Source: an optimization exercise on an open RTL-to-GDS flow (aim: a short achievable clock period and few clock cycles). Production flows keep margins and buffers that such runs may drop.
Only simulation tests tie the RTL to the original design; equivalence was not proved.
Power is estimated from default activity; no workload was simulated.

File: flow/design.v
`timescale 1ns / 1ps
module mcpu(input clk, Reset,
            output wire [31:0] imem_addr,
            input  wire [31:0] imem_rdata,
            output wire [31:0] dmem_addr,
            output wire [31:0] dmem_wdata,
            output wire        dmem_we,
            output wire        dmem_re,
            input  wire [31:0] dmem_rdata);
    reg  [31:0] pcF;
    reg         vD;
    reg  [31:0] irD;
    reg         vE, wrE, ldE, stE, jE, beqE, sameE;
    reg  [4:0]  dE;
    reg  [31:0] aE, bE, immE, btgtE;
    reg         fAM, fAW, fBM, fBW;         
    reg         opAdd, opSub, opAnd, opOr, opNor, opSlt;
    reg         vM, wrM, ldM;
    reg  [4:0]  dM;
    reg  [31:0] exM, addrM, wdM;
    reg         weM, reM;
    reg         vW, wrW;
    reg  [4:0]  dW;
    reg  [31:0] wbW;
    reg         fixup;
    reg  [31:0] fix_btgt, fix_jtgt;
    reg  [31:0] R [0:31];
    assign imem_addr  = pcF;
    assign dmem_addr  = addrM;
    assign dmem_wdata = wdM;
    assign dmem_we    = weM;
    assign dmem_re    = reM;
    wire [5:0]  opD  = irD[31:26];
    wire [4:0]  rsD  = irD[25:21];
    wire [4:0]  rtD  = irD[20:16];
    wire [4:0]  rdD  = irD[15:11];
    wire [31:0] sextD = {{16{irD[15]}}, irD[15:0]};
    wire aluD  = (opD[5:4] != 2'b11);
    wire lwD   = (opD == 6'b110001);
    wire swD   = (opD == 6'b110000);
    wire beqD  = (opD == 6'b110100);
    wire jD    = (opD == 6'b111000);
    wire sameD = (rsD == rtD);
    wire useRsD = aluD | lwD | swD | (beqD & ~sameD);
    wire useRtD = aluD | swD | (beqD & ~sameD);
    wire wrD    = aluD | lwD;
    wire [4:0] dD = lwD ? rtD : rdD;
    wire stall = vE & ldE & vD & ((useRsD & (rsD == dE)) | (useRtD & (rtD == dE)));
    wire [31:0] rA = (vW & wrW & (dW == rsD)) ? wbW : R[rsD];
    wire [31:0] rB = (vW & wrW & (dW == rtD)) ? wbW : R[rtD];
    wire [31:0] pcF4  = pcF + 32'd4;
    wire [31:0] btgtD = pcF4 + {sextD[29:0], 2'b00};
    wire [31:0] jtgtD = {pcF4[31:28], irD[25:0], 2'b00};
    wire [31:0] A = fAM ? exM : fAW ? wbW : aE;
    wire [31:0] B = fBM ? exM : fBW ? wbW : bE;
    wire [31:0] sum  = A + B;
    wire [32:0] diff = {1'b0, A} - {1'b0, B};
    wire [31:0] res  = ({32{opAdd}} & sum)
                     | ({32{opSub}} & diff[31:0])
                     | ({32{opAnd}} & (A & B))
                     | ({32{opOr}}  & (A | B))
                     | ({32{opNor}} & ~(A | B))
                     | {31'd0, opSlt & diff[32]};
    wire [31:0] addrE = A + immE;
    wire        eqE   = (A == B);
    wire mispred = vE & beqE & ~sameE & ~fixup & eqE;
    always @(posedge clk) begin
        if (Reset == 1'b0)
            pcF <= 32'd0;
        else if (mispred)
            pcF <= btgtE;
        else if (fixup)
            pcF <= (vE & jE) ? fix_jtgt :
                   (vE & beqE & (sameE | eqE)) ? fix_btgt : pcF4;
        else if (stall)
            pcF <= pcF;
        else if (vD & jD)
            pcF <= jtgtD;
        else if (vD & beqD & sameD)
            pcF <= btgtD;
        else
            pcF <= pcF4;
    end
    always @(posedge clk) begin
        if (Reset == 1'b0)
            fixup <= 1'b0;
        else
            fixup <= mispred;
    end
    wire [31:0] fixb4 = btgtE + 32'd4;
    always @(posedge clk) begin
        fix_btgt <= fixb4 + {sextD[29:0], 2'b00};
        fix_jtgt <= {fixb4[31:28], irD[25:0], 2'b00};
    end
    always @(posedge clk) begin
        if (Reset == 1'b0)
            vD <= 1'b0;
        else if (mispred)
            vD <= 1'b0;
        else if (!stall)
            vD <= 1'b1;
    end
    always @(posedge clk) begin
        if (!stall)
            irD <= imem_rdata;
    end
    always @(posedge clk) begin
        if (Reset == 1'b0)
            vE <= 1'b0;
        else
            vE <= vD & ~stall;
    end
    always @(posedge clk) begin
        wrE   <= wrD;
        ldE   <= lwD;
        stE   <= swD;
        jE    <= jD;
        beqE  <= beqD;
        sameE <= sameD;
        dE    <= dD;
        aE    <= rA;
        bE    <= rB;
        immE  <= sextD;
        btgtE <= btgtD;
        fAM   <= vE & wrE & (dE == rsD);
        fAW   <= vM & wrM & (dM == rsD) & ~(vE & wrE & (dE == rsD));
        fBM   <= vE & wrE & (dE == rtD);
        fBW   <= vM & wrM & (dM == rtD) & ~(vE & wrE & (dE == rtD));
        opSub <= aluD & (opD == 6'b000001);
        opAnd <= aluD & (opD == 6'b010001);
        opOr  <= aluD & (opD == 6'b010000);
        opNor <= aluD & (opD == 6'b100110);
        opSlt <= aluD & (opD == 6'b100111);
        opAdd <= aluD & (opD != 6'b000001) & (opD != 6'b010001) & (opD != 6'b010000)
                      & (opD != 6'b100110) & (opD != 6'b100111);
    end
    always @(posedge clk) begin
        if (Reset == 1'b0) begin
            vM  <= 1'b0;
            weM <= 1'b0;
            reM <= 1'b0;
        end else begin
            vM  <= vE;
            weM <= vE & stE;
            reM <= vE & ldE;
        end
    end
    always @(posedge clk) begin
        wrM   <= wrE;
        ldM   <= ldE;
        dM    <= dE;
        exM   <= res;
        addrM <= addrE;
        wdM   <= B;
    end
    always @(posedge clk) begin
        if (Reset == 1'b0)
            vW <= 1'b0;
        else
            vW <= vM;
    end
    always @(posedge clk) begin
        wrW <= wrM;
        dW  <= dM;
        wbW <= ldM ? dmem_rdata : exM;
    end
    always @(posedge clk) begin
        if (vW & wrW)
            R[dW] <= wbW;
    end
endmodule
File: flow/run.sh
#!/bin/bash
# synth_recipe.tcl (not shown) runs the flow's synth.tcl, then flattens the netlist and writes it again
# the make line also repeats each setting of config.mk as NAME=value (left out here)
make -C /OpenROAD-flow-scripts/flow DESIGN_CONFIG=/design/flow/config.mk WORK_HOME=/design/flow/orfs CLKGATE_MAP_FILE= SYNTH_SCRIPT=/design/flow/synth_recipe.tcl finish
File: flow/config.mk
export PLATFORM = sky130hd
export DESIGN_NAME = mcpu
export DESIGN_NICKNAME = mcpu
export VERILOG_FILES = /design/flow/design.v
export SDC_FILE = /design/flow/constraint.sdc
export NUM_CORES = 4
export LEC_CHECK = 0
export ABC_CLOCK_PERIOD_IN_PS = 2500
export CAP_MARGIN = 20
export CORE_MARGIN = 2
export CORE_UTILIZATION = 40
export PLACE_DENSITY = 0.6
export SETUP_SLACK_MARGIN = 4.2
export SLEW_MARGIN = 20
File: flow/constraint.sdc
create_clock -name core_clock -period 7.0 [get_ports {clk}]
set_input_delay 1.4000 -clock core_clock [delete_from_list [all_inputs] [get_ports {clk}]]
set_output_delay 1.4000 -clock core_clock [all_outputs]
set_load 0.01 [all_outputs]
==> results of run 1 <==
[sequential cells by signal, indices dropped and copies added (netlist names), 5 cells and up]
name	count
fix_btgt	32
irD	32
dE	5
pcF	32
fix_jtgt	15
immE	15
wdM	32
addrM	32
dW	5
exM	32
dM	5
R	1024
wbW	32
btgtE	32
[cells in the mapped netlist (65+ instances only)]
| cell | instances | area share |
|---|---|---|
| inv_1 | 143 | 0.0078 |
| dfxtp_1 | 295 | 0.086 |
| o21ai_0 | 131 | 0.0096 |
| ha_1 | 196 | 0.036 |
| o31a_1 | 65 | 0.0083 |
| a21oi_1 | 165 | 0.012 |
| nand2_1 | 224 | 0.012 |
| edfxtp_1 | 1056 | 0.46 |
| mux4_2 | 640 | 0.21 |
| xnor2_1 | 124 | 0.016 |
| clkbuf_1 | 186 | 0.010 |
| buf_2 | 65 | 0.0047 |
| nor2_1 | 185 | 0.010 |
| a211oi_1 | 85 | 0.0093 |
| nor2b_1 | 157 | 0.014 |
[area by class of cell]
type | count | area, um2
Tap cell | 2218 | 2780
Inverter | 144 | 589
Fill cell | 13700 | 81100
Timing Repair Buffer | 853 | 9350
Clock buffer | 177 | 3920
Multi-Input combinational cell | 2733 | 33200
Antenna cell | 3 | 7.51
Sequential cell | 1351 | 37800
Clock inverter | 91 | 872
[metal layers]
metal,vias to the layer above,GRT usage,wire (um)
li1,19700,-,-
met1,24700,0.368,93900
met2,2563,0.424,111000
met3,479,0.0488,23000
met4,2,0.106,10300
met5,-,0,13
[how the worst max path moves through the flow]
| stage | start | end |
|---|---|---|
| 3_3_place_gp | fix_jtgt[23] | pcF[23] |
| 2_1_floorplan | fix_jtgt[18] | pcF[25] |
| 5_1_grt | fix_jtgt[23] | pcF[30] |
| 3_5_place_dp | fix_jtgt[23] | pcF[30] |
| 4_1_cts | fix_jtgt[23] | exM[24] |
| 6_report | fix_jtgt[23] | pcF[22] |
[stage by stage]
step / total power (W) / std cells / instance area (um2)
after floorplan: 0.0124 / 4509 / 69700
after global placement: 0.0137 / 6773 / 74200
after detailed placement: 0.0138 / 6773 / 74200
after CTS: 0.0222 / 7399 / 85700
after global routing: 0.0233 / 7569 / 88500
final: 0.0226 / 7570 / 88500
[worst max-delay path: cells and delay by family (launching register included)]
kind | cells | cell delay (ps)
AOI/OAI and AO/OA | 4 | 890
muxes | 2 | 960
and+or+nand+nor | 6 | 1370
adders and majority gates | 1 | 230
DFF | 1 | 440
buffers and inverters | 10 | 1360
[where the power goes]
part	internal, W	switching (W)	leakage (nW)	total, W
Sequential	0.00964	0.000783	12.1	0.0104
Combinational	0.00207	0.00224	16.5	0.00431
Clock	0.00450	0.00334	2.36	0.00784
Total	0.0162	0.00636	31.0	0.0226
[cells by family (layout without fill, tap and decap cells)]
logic type	Yosys count	count (layout)	synth area share
xor gates and xnor gates	173	173	0.0221
DFF	1351	1351	0.549
other	0	3	0
buffers and inverters	425	1265	0.0250
adders and majority gates	201	201	0.0373
muxes	697	697	0.220
and+or+nand+nor	835	835	0.0611
AOI/OAI and AO/OA	827	827	0.0857
[repair_timing]
action	4_1_cts	5_1_grt
cloned	40	4
hold endpoints to repair	0	0
resized for setup	983	336
pin swaps	160	251
setup buffers	318	163
setup endpoints to repair	369	182
[cells in the final DEF (no fill, tap or decap), types with 27 or more instances in the layout]
cell type        synthesis  final
a211oi_2                 1     40
a21o_1                  61     60
a21oi_1                165    102
a21oi_2                  0     57
buf_12                   0     66
buf_16                   0     53
buf_2                   65     31
buf_4                    8    435
buf_6                    1    122
clkbuf_16                0    152
clkdlybuf4s15_1          0     29
clkdlybuf4s50_1          0     65
clkinv_2                 0     32
dfxtp_1                295    209
dfxtp_2                  0     39
dfxtp_4                  0     47
edfxtp_1              1056   1056
ha_1                   196    109
ha_4                     0     61
inv_1                  143     94
inv_2                    0     32
mux2_2                  42     42
mux4_2                 640    640
nand2_1                224    210
nand3_1                 63     48
nand4_1                 28     28
nor2_1                 185    128
nor2_4                   2     44
nor2b_1                157    125
nor2b_4                  0     27
nor3_1                  38     28
o21ai_0                131     86
o31a_1                  65     65
xnor2_1                124    100
xor2_1                  49     40
==> results.py, run 1 <==
metrics = {
    "status": {
        "status": "complete, no violations",
    },
    "floorplanning": {
        "start_util": 0.404,
        "fp.dieArea_um2": 175000,
        "rows": 151,
        "core_area_um2": 170000,
        "io_pins": 164,
        "die_y_um": 418,
        "die_w_um": 418,
    },
    "global_route": {
        "grt_first_pass_wirelength_mm": 336,
        "first_global_vias": 46400,
        "grt_start_max_net_pins": 52,
        "antenna_found_initial": 7,
        "overflow": 0,
        "grtUsageTotal": 0.268,
    },
    "final_layout": {
        "layout-drive-gt1-share": 0.444,
        "nNetsFinal": 5496,
        "area_growth_pct": 29.2,
        "utilization": 0.522,
    },
    "sta": {
        "fin_setup_tns_ps": 0,
        "min_period_over_period": 0.762,
        "drv_slew": 0,
        "final.min_clock_period_ps": 5340,
        "fmax_mhz": 187,
        "final.setup.worst_slack_ps": 1660,
        "hold_viol": 0,
        "fin_hold_ws_ps": 359,
        "maxSlewHeadroom": 0.201,
        "skew_ps": 26.8,
        "rsz0062_at_grt": "yes",
        "finalSetupViolations": 0,
        "worstMarginPinSlew_ps": 1200,
    },
    "logic_synthesis": {
        "synth_cells": 4509,
        "synthFlopType": "edfxtp_1",
        "yosysUniqueCellTypes": 89,
        "yosys_warnings": 1,
        "syn_area_um2": 68500,
        "synth.ff_latch_count": 1351,
        "ys_async_sr_fraction": 0,
        "synth_edf_count": 1056,
        "syn_avg_cell_area_um2": 15.2,
        "yosysSeqAreaShare": 0.549,
    },
    "clock_tree": {
        "clkSlewWorstSetupHoldPaths_ps": 60,
        "clkSinkCount": 1351,
        "numCtsBuffers": 146,
        "cts_root_buf": "clkbuf_16",
        "cts_max_path_buffers": 3,
        "clk_latency_ps": 820,
        "cts_tree": "done",
        "h-tree-depth": 4,
        "cts_hold_buf": 0,
    },
    "setup_path": {
        "critical_path_class": "reg -> reg",
        "crit_slowest_cell": "mux4_2",
        "arrival_ps": 6060,
        "worst-path-max-fanout": 7,
        "r2r-end": "pcF[22]",
        "slowest_delay_ps": 500,
        "path_cells": "buf_12 -> buf_16 -> buf_6 -> buf_8 -> mux4_2 -> mux4_2 -> nor2b_1 -> a211oi_2 -> o31a_1 -> buf_6 -> ha_4 -> or2_2 -> nor4_4 -> buf_4 -> and4_4 -> and4b_1 -> buf_6 -> nor2b_4 -> buf_6 -> clkbuf_16 -> buf_6 -> a221oi_2 -> a31oi_1",
        "critPathRequiredTime_ps": 7730,
        "rr_worst_depth": 23,
        "rrSetupSlack_ps": 1660,
        "crit_path_end_kind": "flip-flop",
        "crit_top_cell": "buf_6",
        "crit_path_start_kind": "flip-flop",
        "reg2reg_from": "fix_jtgt[23]",
    },
    "power": {
        "power.density_nw_per_um2": 255,
        "leakagePower_nw": 31.0,
        "peakVddDrop_v": 0.000225,
    },
    "job": {
        "max-cap-violations": 0,
    },
    "placed_design": {
        "dp_slack_ps": 1030,
        "gp_congestion": 0.922,
        "hpwl_mm": 137,
        "port_buffers": 163,
    },
    "detailed_routing": {
        "first_iter_violations": 5951,
        "via_count": 47400,
        "drt_first_pass_iters": 8,
        "wl_per_cell_um": 31.5,
        "drc": 0,
        "avgViaCountPerCell": 6.27,
        "postRouteAntennaNets": 0,
        "drt_wl_total_mm": 238,
    },
    "worst_hold_path": {
        "min_to": "fix_btgt[0]",
        "whs_path_depth": 0,
        "hp-start": "btgtE[0]",
        "worst_hold_path_type": "reg -> reg",
    },
}
Testbench counts, summed over its fixed seeds: cycles 14,741.
==> run 2: changes to the inputs <==
--- a/flow/design.v
+++ b/flow/design.v
@@ -26,3 +26,14 @@
     reg  [31:0] fix_btgt, fix_jtgt;
-    reg  [31:0] R [0:31];
+    wire [1023:0] Rflat;
+    genvar g;
+    generate
+        for (g = 0; g < 32; g = g + 1) begin : rf
+            reg [31:0] r;
+            always @(posedge clk) begin
+                if (vW & wrW & (dW == g))
+                    r <= wbW;
+            end
+            assign Rflat[32*g +: 32] = r;
+        end
+    endgenerate
     assign imem_addr  = pcF;
@@ -32,2 +43,20 @@
     assign dmem_re    = reM;
+    function [32:0] ks_add(input [31:0] a, input [31:0] b, input cin);
+        reg [31:0] g, p, gn, pn;
+        integer i, k;
+        begin
+            g = a & b;
+            p = a | b;
+            g[0] = g[0] | (p[0] & cin);
+            for (k = 1; k < 32; k = k * 2) begin
+                gn = g; pn = p;
+                for (i = k; i < 32; i = i + 1) begin
+                    gn[i] = g[i] | (p[i] & g[i-k]);
+                    pn[i] = p[i] & p[i-k];
+                end
+                g = gn; p = pn;
+            end
+            ks_add = {g[31], (a ^ b) ^ {g[30:0], cin}};
+        end
+    endfunction
     wire [5:0]  opD  = irD[31:26];
@@ -48,4 +77,4 @@
     wire stall = vE & ldE & vD & ((useRsD & (rsD == dE)) | (useRtD & (rtD == dE)));
-    wire [31:0] rA = (vW & wrW & (dW == rsD)) ? wbW : R[rsD];
-    wire [31:0] rB = (vW & wrW & (dW == rtD)) ? wbW : R[rtD];
+    wire [31:0] rA = (vW & wrW & (dW == rsD)) ? wbW : Rflat[32*rsD +: 32];
+    wire [31:0] rB = (vW & wrW & (dW == rtD)) ? wbW : Rflat[32*rtD +: 32];
     wire [31:0] pcF4  = pcF + 32'd4;
@@ -55,4 +84,5 @@
     wire [31:0] B = fBM ? exM : fBW ? wbW : bE;
-    wire [31:0] sum  = A + B;
-    wire [32:0] diff = {1'b0, A} - {1'b0, B};
+    wire [32:0] sum33  = ks_add(A, B, 1'b0);
+    wire [32:0] diff   = ks_add(A, ~B, 1'b1);    
+    wire [31:0] sum    = sum33[31:0];
     wire [31:0] res  = ({32{opAdd}} & sum)
@@ -62,4 +92,5 @@
                      | ({32{opNor}} & ~(A | B))
-                     | {31'd0, opSlt & diff[32]};
-    wire [31:0] addrE = A + immE;
+                     | {31'd0, opSlt & ~diff[32]};
+    wire [32:0] addr33 = ks_add(A, immE, 1'b0);
+    wire [31:0] addrE  = addr33[31:0];
     wire        eqE   = (A == B);
@@ -166,6 +197,2 @@
     end
-    always @(posedge clk) begin
-        if (vW & wrW)
-            R[dW] <= wbW;
-    end
 endmodule
==> results.py, run 2 <==
metrics = {
    "global_route": {
        "first_global_vias": 47400,
        "antenna_found_initial": 13,
        "grtUsageTotal": 0.258,
        "grt_first_pass_wirelength_mm": 338,
        "overflow": 0,
        "grt_start_max_net_pins": 65,
    },
    "sta": {
        "skew_ps": 52.3,
        "finalSetupViolations": 0,
        "worstMarginPinSlew_ps": 1060,
        "fin_setup_tns_ps": 0,
        "fmax_mhz": 261,
        "min_period_over_period": 0.547,
        "drv_slew": 0,
        "maxSlewHeadroom": 0.294,
        "rsz0062_at_grt": "yes",
        "final.min_clock_period_ps": 3830,
        "hold_viol": 0,
    },
    "placed_design": {
        "dp_cells": 7096,
        "gp_congestion": 0.913,
        "hpwl_mm": 136,
        "port_buffers": 163,
        "place_area_um2": 76500,
    },
    "job": {
        "max-cap-violations": 0,
    },
    "power": {
        "leakagePower_nw": 31.9,
        "power.density_nw_per_um2": 265,
        "total_power_w": 0.0241,
        "peakVddDrop_v": 0.000252,
    },
    "setup_path": {
        "crit_slowest_cell": "dfxtp_4",
        "crit_path_end_kind": "flip-flop",
        "worstSetupEndpoint": "pcF[31]",
        "critical_path_class": "reg -> reg",
        "r2r-end": "pcF[31]",
        "rrSetupSlack_ps": 3170,
        "reg2reg_from": "pcF[2]",
        "path_cells": "ha_4 -> nand3_4 -> nor2_4 -> and4_4 -> nor2b_4 -> nand2_2 -> xor2_2 -> inv_2 -> ha_4 -> buf_4 -> a21oi_1 -> o21ai_2 -> a31o_2 -> o41ai_4 -> xnor2_2 -> nand2_1 -> xnor2_1 -> a31oi_1",
        "worst-path-max-fanout": 5,
        "crit_path_start_kind": "flip-flop",
        "slowest_delay_ps": 400,
        "arrival_ps": 4490,
        "critPathRequiredTime_ps": 7660,
        "crit_path_start": "pcF[2]",
        "rr_worst_depth": 18,
        "crit_top_cell": "ha_4",
    },
    "logic_synthesis": {
        "synth_top_area_share": 0.447,
        "synth.area.top_cells": "edfxtp_1 (45%), mux4_2 (20%), dfxtp_1 (10%)",
        "syn_avg_cell_area_um2": 14.9,
        "synth_commonest_cells": "edfxtp_1 (1056), mux4_2 (640), dfxtp_1 (359), nor2_1 (286), nand2_1 (260)",
        "yosysMostFrequentCell": "edfxtp_1",
        "ys_async_sr_fraction": 0,
        "synth.ff_latch_count": 1415,
        "yosysUniqueCellTypes": 84,
        "synth_edf_count": 1056,
        "synth_cells": 4775,
        "yosys.area.top_type": "edfxtp_1",
        "yosys_warnings": 1,
        "syn_area_um2": 71000,
        "synthFlopType": "edfxtp_1",
        "yosysSeqAreaShare": 0.548,
    },
    "final_layout": {
        "utilization": 0.515,
        "fin_area_um2": 90900,
        "layout-drive-gt1-share": 0.414,
        "num_antenna_cells": 0,
        "area_growth_pct": 28.0,
        "final_cell_mix": "edfxtp_1 (1056), mux4_2 (640), buf_4 (343)",
        "largest_register_ffs": 1024,
        "final_common_cell": "edfxtp_1",
        "nNetsFinal": 5728,
        "finalNonFillerCells": 7873,
        "top_register": "rf.r",
    },
    "detailed_routing": {
        "drc": 0,
        "via_count": 48300,
        "drt_wl_total_mm": 244,
        "first_iter_violations": 6191,
        "wl_per_cell_um": 31.0,
        "postRouteAntennaNets": 0,
        "drt_first_pass_iters": 7,
        "avgViaCountPerCell": 6.13,
    },
    "floorplanning": {
        "start_util": 0.403,
        "rows": 154,
        "fp.dieArea_um2": 181000,
        "core_area_um2": 176000,
        "die_y_um": 425,
        "io_pins": 164,
        "die_w_um": 425,
    },
    "clock_tree": {
        "cts_tree": "done",
        "cts_root_buf": "clkbuf_16",
        "clkSlewWorstSetupHoldPaths_ps": 60,
        "numCtsBuffers": 152,
        "clkSinkCount": 1415,
        "cts_max_path_buffers": 3,
        "h-tree-depth": 4,
        "clk_latency_ps": 810,
    },
    "worst_hold_path": {
        "worst_hold_path_type": "reg -> reg",
    },
    "status": {
        "status": "complete, no violations",
    },
}
[run 2: what timing repair did]
| action | CTS | global route |
|---|---|---|
| resized for setup | 968 | 341 |
| hold endpoints to repair | 0 | 0 |
| hold buffers | 0 | 0 |
| pin swaps | 214 | 232 |
| setup buffers | 284 | 161 |
| setup endpoints to repair | 943 | 314 |
| gates cloned | 33 | 17 |
[run 2: how the worst min path moves through the flow]
| stage | from | to | slack, ps | cells past startpoint |
|---|---|---|---|---|
| 4_1_cts | wrM | wrW | 360 | 0 |
| 5_1_grt | ldE | ldM | 370 | 0 |
| 2_1_floorplan | btgtE[1] | fix_btgt[1] | 330 | 0 |
| 3_5_place_dp | wrM | wrW | 340 | 0 |
| 3_3_place_gp | btgtE[1] | fix_btgt[1] | 340 | 0 |
| 6_report | ldE | ldM | 360 | 0 |
[run 2: report_power, final]
part | total (W) | switching [W] | internal, W | leakage [nW]
clock network | 0.00820 | 0.00355 | 0.00465 | 2.47
registers | 0.0112 | 0.00103 | 0.0102 | 12.6
logic | 0.00464 | 0.00245 | 0.00218 | 16.8
total | 0.0241 | 0.00704 | 0.0170 | 31.9
[run 2: layout make-up]
class                   instances  area, um2
flip-flops and latches       1415      39200
inverters                     191        736
well taps                    2340       2930
clock buffers                 190       4060
multi-input cells            2899      34800
clock inverters                92       1010
repair buffers                746       8160
fillers                     14200      85400
[run 2: through the flow]
stage          worst slack [ps]  hold WS, ps
3_5_place_dp               2090          344
4_1_cts                    3300          360
6_report                   3170          359
3_3_place_gp               2140          339
2_1_floorplan              3480          330
5_1_grt                    3080          370
[run 2: cells by family (layout without fill, tap and decap cells)]
group	after synthesis	in the layout	synth area share
AOI/OAI and AO/OA	761	761	0.0719
xor gates and xnor gates	175	175	0.0216
adders and majority gates	257	257	0.0458
buffers and inverters	463	1219	0.0248
DFF	1415	1415	0.548
muxes	843	843	0.232
and+or+nand+nor	861	863	0.0557
[run 2: layer usage]
metal	up-vias	global-route usage	wire (um)
met5	-	0	109
met4	16	0.0928	10100
met3	499	0.0462	24900
met2	2678	0.419	115000
met1	24900	0.348	93800
li1	20200	-	-
[run 2: worst max-delay path: cells and delay by family, from the launching register on]
family                   cells  cell delay (ps)
AO/OA/AOI/OAI                5             1040
XOR/XNOR                     3              580
AND/OR/NAND/NOR              6             1010
buffers and inverters        2              240
flip-flops                   1              400
adder cells (fa/ha/maj)      2              400
Testbench counts of run 2, summed over its fixed seeds: cycles 14,741.
==> run 3: changes to the inputs <==
--- a/flow/design.v
+++ b/flow/design.v
@@ -1 +1,66 @@
+`timescale 1ns / 1ps
+module fwd3(input [31:0] r, m, w,
+            input selM, selW,
+            output [31:0] y);
+    assign y = selM ? m : (selW ? w : r);
+endmodule
+module pg32 #(parameter INV = 0)
+            (input [31:0] a, b,
+             input cin,
+             output [31:0] g, p);
+    wire [31:0] bb = INV ? ~b : b;
+    wire [31:0] g0 = a & bb;
+    wire [31:0] p0 = a | bb;
+    assign g = {g0[31:1], g0[0] | (p0[0] & cin)};
+    assign p = p0;
+endmodule
+module kslevel #(parameter K = 1)
+               (input [31:0] g, p,
+                output [31:0] go, po);
+    genvar i;
+    generate
+        for (i = 0; i < 32; i = i + 1) begin : b
+            if (i < K) begin : pass
+                assign go[i] = g[i];
+                assign po[i] = p[i];
+            end else begin : comb
+                assign go[i] = g[i] | (p[i] & g[i-K]);
+                assign po[i] = p[i] & p[i-K];
+            end
+        end
+    endgenerate
+endmodule
+module ks_carry #(parameter INV = 0)
+                (input [31:0] a, b,
+                 input cin,
+                 output [31:0] c);
+    wire [31:0] g0, p0, g1, p1, g2, p2, g3, p3, g4, p4, g5, p5;
+    pg32 #(.INV(INV)) u_pg(.a(a), .b(b), .cin(cin), .g(g0), .p(p0));
+    kslevel #(.K(1))  u_l1(.g(g0), .p(p0), .go(g1), .po(p1));
+    kslevel #(.K(2))  u_l2(.g(g1), .p(p1), .go(g2), .po(p2));
+    kslevel #(.K(4))  u_l3(.g(g2), .p(p2), .go(g3), .po(p3));
+    kslevel #(.K(8))  u_l4(.g(g3), .p(p3), .go(g4), .po(p4));
+    kslevel #(.K(16)) u_l5(.g(g4), .p(p4), .go(g5), .po(p5));
+    assign c = g5;
+endmodule
+module alu_out(input [31:0] a, b, cs, cd,
+               input opAdd, opSub, opAnd, opOr, opNor, opSlt,
+               output [31:0] y);
+    wire [31:0] sum  = a ^ b ^ {cs[30:0], 1'b0};
+    wire [31:0] diff = ~(a ^ b) ^ {cd[30:0], 1'b1};
+    wire        lt   = ~cd[31];
+    assign y = ({32{opAdd}} & sum)
+             | ({32{opSub}} & diff)
+             | ({32{opAnd}} & (a & b))
+             | ({32{opOr}}  & (a | b))
+             | ({32{opNor}} & ~(a | b))
+             | {31'd0, opSlt & lt};
+endmodule
+module addr_out(input [31:0] a, b, c,
+                output [31:0] y);
+    assign y = a ^ b ^ {c[30:0], 1'b0};
+endmodule
+module eq32(input [31:0] a, b, output eq);
+    assign eq = (a == b);
+endmodule
 `timescale 1ns / 1ps
@@ -43,20 +108,2 @@
     assign dmem_re    = reM;
-    function [32:0] ks_add(input [31:0] a, input [31:0] b, input cin);
-        reg [31:0] g, p, gn, pn;
-        integer i, k;
-        begin
-            g = a & b;
-            p = a | b;
-            g[0] = g[0] | (p[0] & cin);
-            for (k = 1; k < 32; k = k * 2) begin
-                gn = g; pn = p;
-                for (i = k; i < 32; i = i + 1) begin
-                    gn[i] = g[i] | (p[i] & g[i-k]);
-                    pn[i] = p[i] & p[i-k];
-                end
-                g = gn; p = pn;
-            end
-            ks_add = {g[31], (a ^ b) ^ {g[30:0], cin}};
-        end
-    endfunction
     wire [5:0]  opD  = irD[31:26];
@@ -82,16 +129,14 @@
     wire [31:0] jtgtD = {pcF4[31:28], irD[25:0], 2'b00};
-    wire [31:0] A = fAM ? exM : fAW ? wbW : aE;
-    wire [31:0] B = fBM ? exM : fBW ? wbW : bE;
-    wire [32:0] sum33  = ks_add(A, B, 1'b0);
-    wire [32:0] diff   = ks_add(A, ~B, 1'b1);    
-    wire [31:0] sum    = sum33[31:0];
-    wire [31:0] res  = ({32{opAdd}} & sum)
-                     | ({32{opSub}} & diff[31:0])
-                     | ({32{opAnd}} & (A & B))
-                     | ({32{opOr}}  & (A | B))
-                     | ({32{opNor}} & ~(A | B))
-                     | {31'd0, opSlt & ~diff[32]};
-    wire [32:0] addr33 = ks_add(A, immE, 1'b0);
-    wire [31:0] addrE  = addr33[31:0];
-    wire        eqE   = (A == B);
+    wire [31:0] A, B, cS, cD, cA, res, addrE;
+    wire        eqE;
+    fwd3 u_fa(.r(aE), .m(exM), .w(wbW), .selM(fAM), .selW(fAW), .y(A));
+    fwd3 u_fb(.r(bE), .m(exM), .w(wbW), .selM(fBM), .selW(fBW), .y(B));
+    ks_carry #(.INV(0)) u_cs(.a(A), .b(B),    .cin(1'b0), .c(cS));
+    ks_carry #(.INV(1)) u_cd(.a(A), .b(B),    .cin(1'b1), .c(cD));
+    ks_carry #(.INV(0)) u_ca(.a(A), .b(immE), .cin(1'b0), .c(cA));
+    alu_out  u_res(.a(A), .b(B), .cs(cS), .cd(cD),
+                   .opAdd(opAdd), .opSub(opSub), .opAnd(opAnd), .opOr(opOr),
+                   .opNor(opNor), .opSlt(opSlt), .y(res));
+    addr_out u_addr(.a(A), .b(immE), .c(cA), .y(addrE));
+    eq32     u_eq(.a(A), .b(B), .eq(eqE));
     wire mispred = vE & beqE & ~sameE & ~fixup & eqE;
--- a/flow/config.mk
+++ b/flow/config.mk
@@ -14 +14,3 @@
 export SLEW_MARGIN = 20
+export SYNTH_HIERARCHICAL = 1
+export SYNTH_MINIMUM_KEEP_SIZE = 0
==> results.py, run 3 <==
metrics = {
    "final_layout": {
        "nNetsFinal": 5812,
        "final_common_cell": "edfxtp_1",
        "top_register": "rf.r",
        "layout-drive-gt1-share": 0.388,
        "fillers": 15400,
        "area_growth_pct": 23.2,
        "final_cell_mix": "edfxtp_1 (1056), mux4_2 (640), a21o_1 (370)",
        "largest_register_ffs": 1024,
    },
    "global_route": {
        "overflow": 0,
        "grt_start_max_net_pins": 65,
        "first_global_vias": 50100,
        "grt_first_pass_wirelength_mm": 372,
        "antenna_found_initial": 14,
        "grtUsageTotal": 0.274,
    },
    "floorplanning": {
        "fp.dieArea_um2": 190000,
        "rows": 158,
        "core_area_um2": 185000,
        "start_util": 0.402,
        "io_pins": 164,
        "die_y_um": 436,
        "die_w_um": 436,
    },
    "clock_tree": {
        "cts_root_buf": "clkbuf_16",
        "cts_tree": "done",
        "h-tree-depth": 4,
        "cts_max_path_buffers": 3,
        "clk_latency_ps": 840,
        "numCtsBuffers": 155,
        "clkSlewWorstSetupHoldPaths_ps": 60,
        "clkSinkCount": 1415,
        "cts_hold_buf": 0,
    },
    "sta": {
        "fmax_mhz": 275,
        "final.setup.worst_slack_ps": 3360,
        "skew_ps": 66.0,
        "min_period_over_period": 0.520,
        "rsz0062_at_grt": "yes",
        "final.min_clock_period_ps": 3640,
        "finalSetupViolations": 0,
        "maxSlewHeadroom": 0.295,
        "hold_viol": 0,
        "drv_slew": 0,
        "worstMarginPinSlew_ps": 1060,
        "fin_setup_tns_ps": 0,
    },
    "setup_path": {
        "reg2reg_from": "pcF[4]",
        "rr_worst_depth": 15,
        "worstSetupEndpoint": "pcF[31]",
        "r2r-end": "pcF[31]",
        "cp_num_buf_inv": 2,
        "crit_path_end_kind": "flip-flop",
        "worst-path-max-fanout": 7,
        "critPathRequiredTime_ps": 7750,
        "crit_path_start": "pcF[4]",
        "critical_path_class": "reg -> reg",
        "crit_path_start_kind": "flip-flop",
        "slowest_delay_ps": 430,
        "arrival_ps": 4390,
        "cp_num_cells": 15,
        "rrSetupSlack_ps": 3360,
        "crit_slowest_cell": "or3b_4",
        "path_cells": "nand4_4 -> nor4_4 -> buf_6 -> nand4_1 -> xor2_2 -> inv_2 -> ha_4 -> and3_4 -> nand3_4 -> a211oi_4 -> o311a_1 -> nor3_1 -> or3b_4 -> xnor2_4 -> a21oi_2",
        "crit_family": "simple AND/OR/NAND/NOR gates",
    },
    "detailed_routing": {
        "drt_wl_total_mm": 266,
        "drc": 0,
        "drt_first_pass_iters": 6,
        "first_iter_violations": 6459,
        "avgViaCountPerCell": 6.14,
        "via_count": 50500,
        "postRouteAntennaNets": 0,
        "wl_per_cell_um": 32.3,
    },
    "status": {
        "status": "complete, no violations",
    },
    "power": {
        "power_frac_seq": 0.459,
        "leakagePower_nw": 33.6,
        "p_int_w": 0.0174,
        "switching_share": 0.305,
        "clkPwrFrac": 0.332,
        "power.density_nw_per_um2": 272,
        "combPwrFrac": 0.209,
        "peakVddDrop_v": 0.000269,
        "switching_power_w": 0.00763,
    },
    "logic_synthesis": {
        "synth_cells": 5189,
        "yosys_warnings": 7,
        "syn_area_um2": 74500,
        "syn_avg_cell_area_um2": 14.4,
    },
    "placed_design": {
        "hpwl_mm": 160,
        "gp_congestion": 0.999,
        "dp_slack_ps": 1920,
        "port_buffers": 163,
    },
    "worst_hold_path": {
        "worst_hold_path_type": "reg -> reg",
        "whs_path_depth": 0,
    },
    "job": {
        "max-cap-violations": 0,
    },
}
[run 3: layer usage]
layer / vias up / track usage / part of all wire
met5: - / 0 / 0
met4: 0 / 0.142 / 0.060
met3: 640 / 0.0499 / 0.092
met2: 2780 / 0.438 / 0.47
met1: 26100 / 0.356 / 0.38
li1: 21000 / - / -
[run 3: worst reg2reg max path, stage by stage (launching register included)]
cell and delay [ps]:
dfxtp_4 380, nand4_4 140, nor4_4 280, buf_6 180, nand4_1 180, xor2_2 310
inv_2 90, ha_4 290, and3_4 230, nand3_4 110, a211oi_4 350, o311a_1 260
nor3_1 70, or3b_4 430, xnor2_4 150, a21oi_2 140
[run 3: worst min path at each step]
stage,startpoint,to,slack [ps]
detailed placement,wrE,wrM,340
global route,btgtE[0],fix_btgt[0],360
finish,wrE,wrM,350
global placement,btgtE[1],fix_btgt[1],340
CTS,btgtE[0],fix_btgt[0],350
floorplan,wrM,wrW,330
[run 3: area by class of cell]
cell class	count	area (um2)	area share
Sequential cell	1415	39200	0.427
Multi-Input combinational cell	3261	37300	0.406
Timing Repair Buffer	622	6460	0.0703
Clock buffer	206	4270	0.0465
Tap cell	2480	3100	0.0338
Clock inverter	77	857	0.00934
Inverter	158	593	0.00646
Antenna cell	9	22.5	0.000245
[run 3: per-stage QoR]
stage               hold WS (ps)  power [W]  area [um2]  std cells   util
global route                 355     0.0257       91800       8227  0.496
finish                       354     0.0250       91800       8228  0.496
CTS                          350     0.0248       90100       8154  0.486
global placement             345     0.0157       78800       7554  0.425
detailed placement           344     0.0157       78800       7555  0.425
floorplan                    331     0.0138       75000       5190      -
[run 3: repair_timing]
| action | CTS | global route |
|---|---|---|
| gates resized for setup | 1119 | 253 |
| pin swaps | 289 | 156 |
| buffers inserted | 291 | 61 |
| gates cloned | 25 | 4 |
| endpoints found under the setup margin | 476 | 229 |
| endpoints found under the hold margin | 0 | 0 |
[run 3: power by group through the flow]
stage	Clock, W	Combinational [W]	Sequential (W)
2_1_floorplan	0	0.00279	0.0111
3_3_place_gp	0	0.00404	0.0116
3_5_place_dp	0	0.00404	0.0117
4_1_cts	0.00838	0.00495	0.0114
5_1_grt	0.00871	0.00547	0.0115
6_report	0.00829	0.00522	0.0115
Testbench counts of run 3, summed over its fixed seeds: cycles 14,741.

separate check: timing with driven ports:
The flow's constraints put no driver on any port. The routed layouts listed below were extracted and timed again, unchanged, in two steps. Step 1 sets driving cells, clkbuf_16 on the clock port and buf_2 on the other inputs (assumed; they add their load-dependent delay and slew). Step 2 also shifts input and output timing later by t, the mid clock arrival at the registers, as if the neighbouring blocks saw the same clock. Three values: no drivers, after step 1, after step 2; two values: the first two.
run | t (ns) | setup slack, ns | worst register clock-pin slew, ns
run 1 | 0.893 | 1.665 / 1.665 / 1.665 | 0.07 / 0.07
run 2 | 0.875 | 3.173 / 3.173 / 3.173 | 0.07 / 0.07
run 3 | 0.889 | 3.359 / 3.359 / 3.359 | 0.08 / 0.08
After both steps every run listed still meets setup and hold.
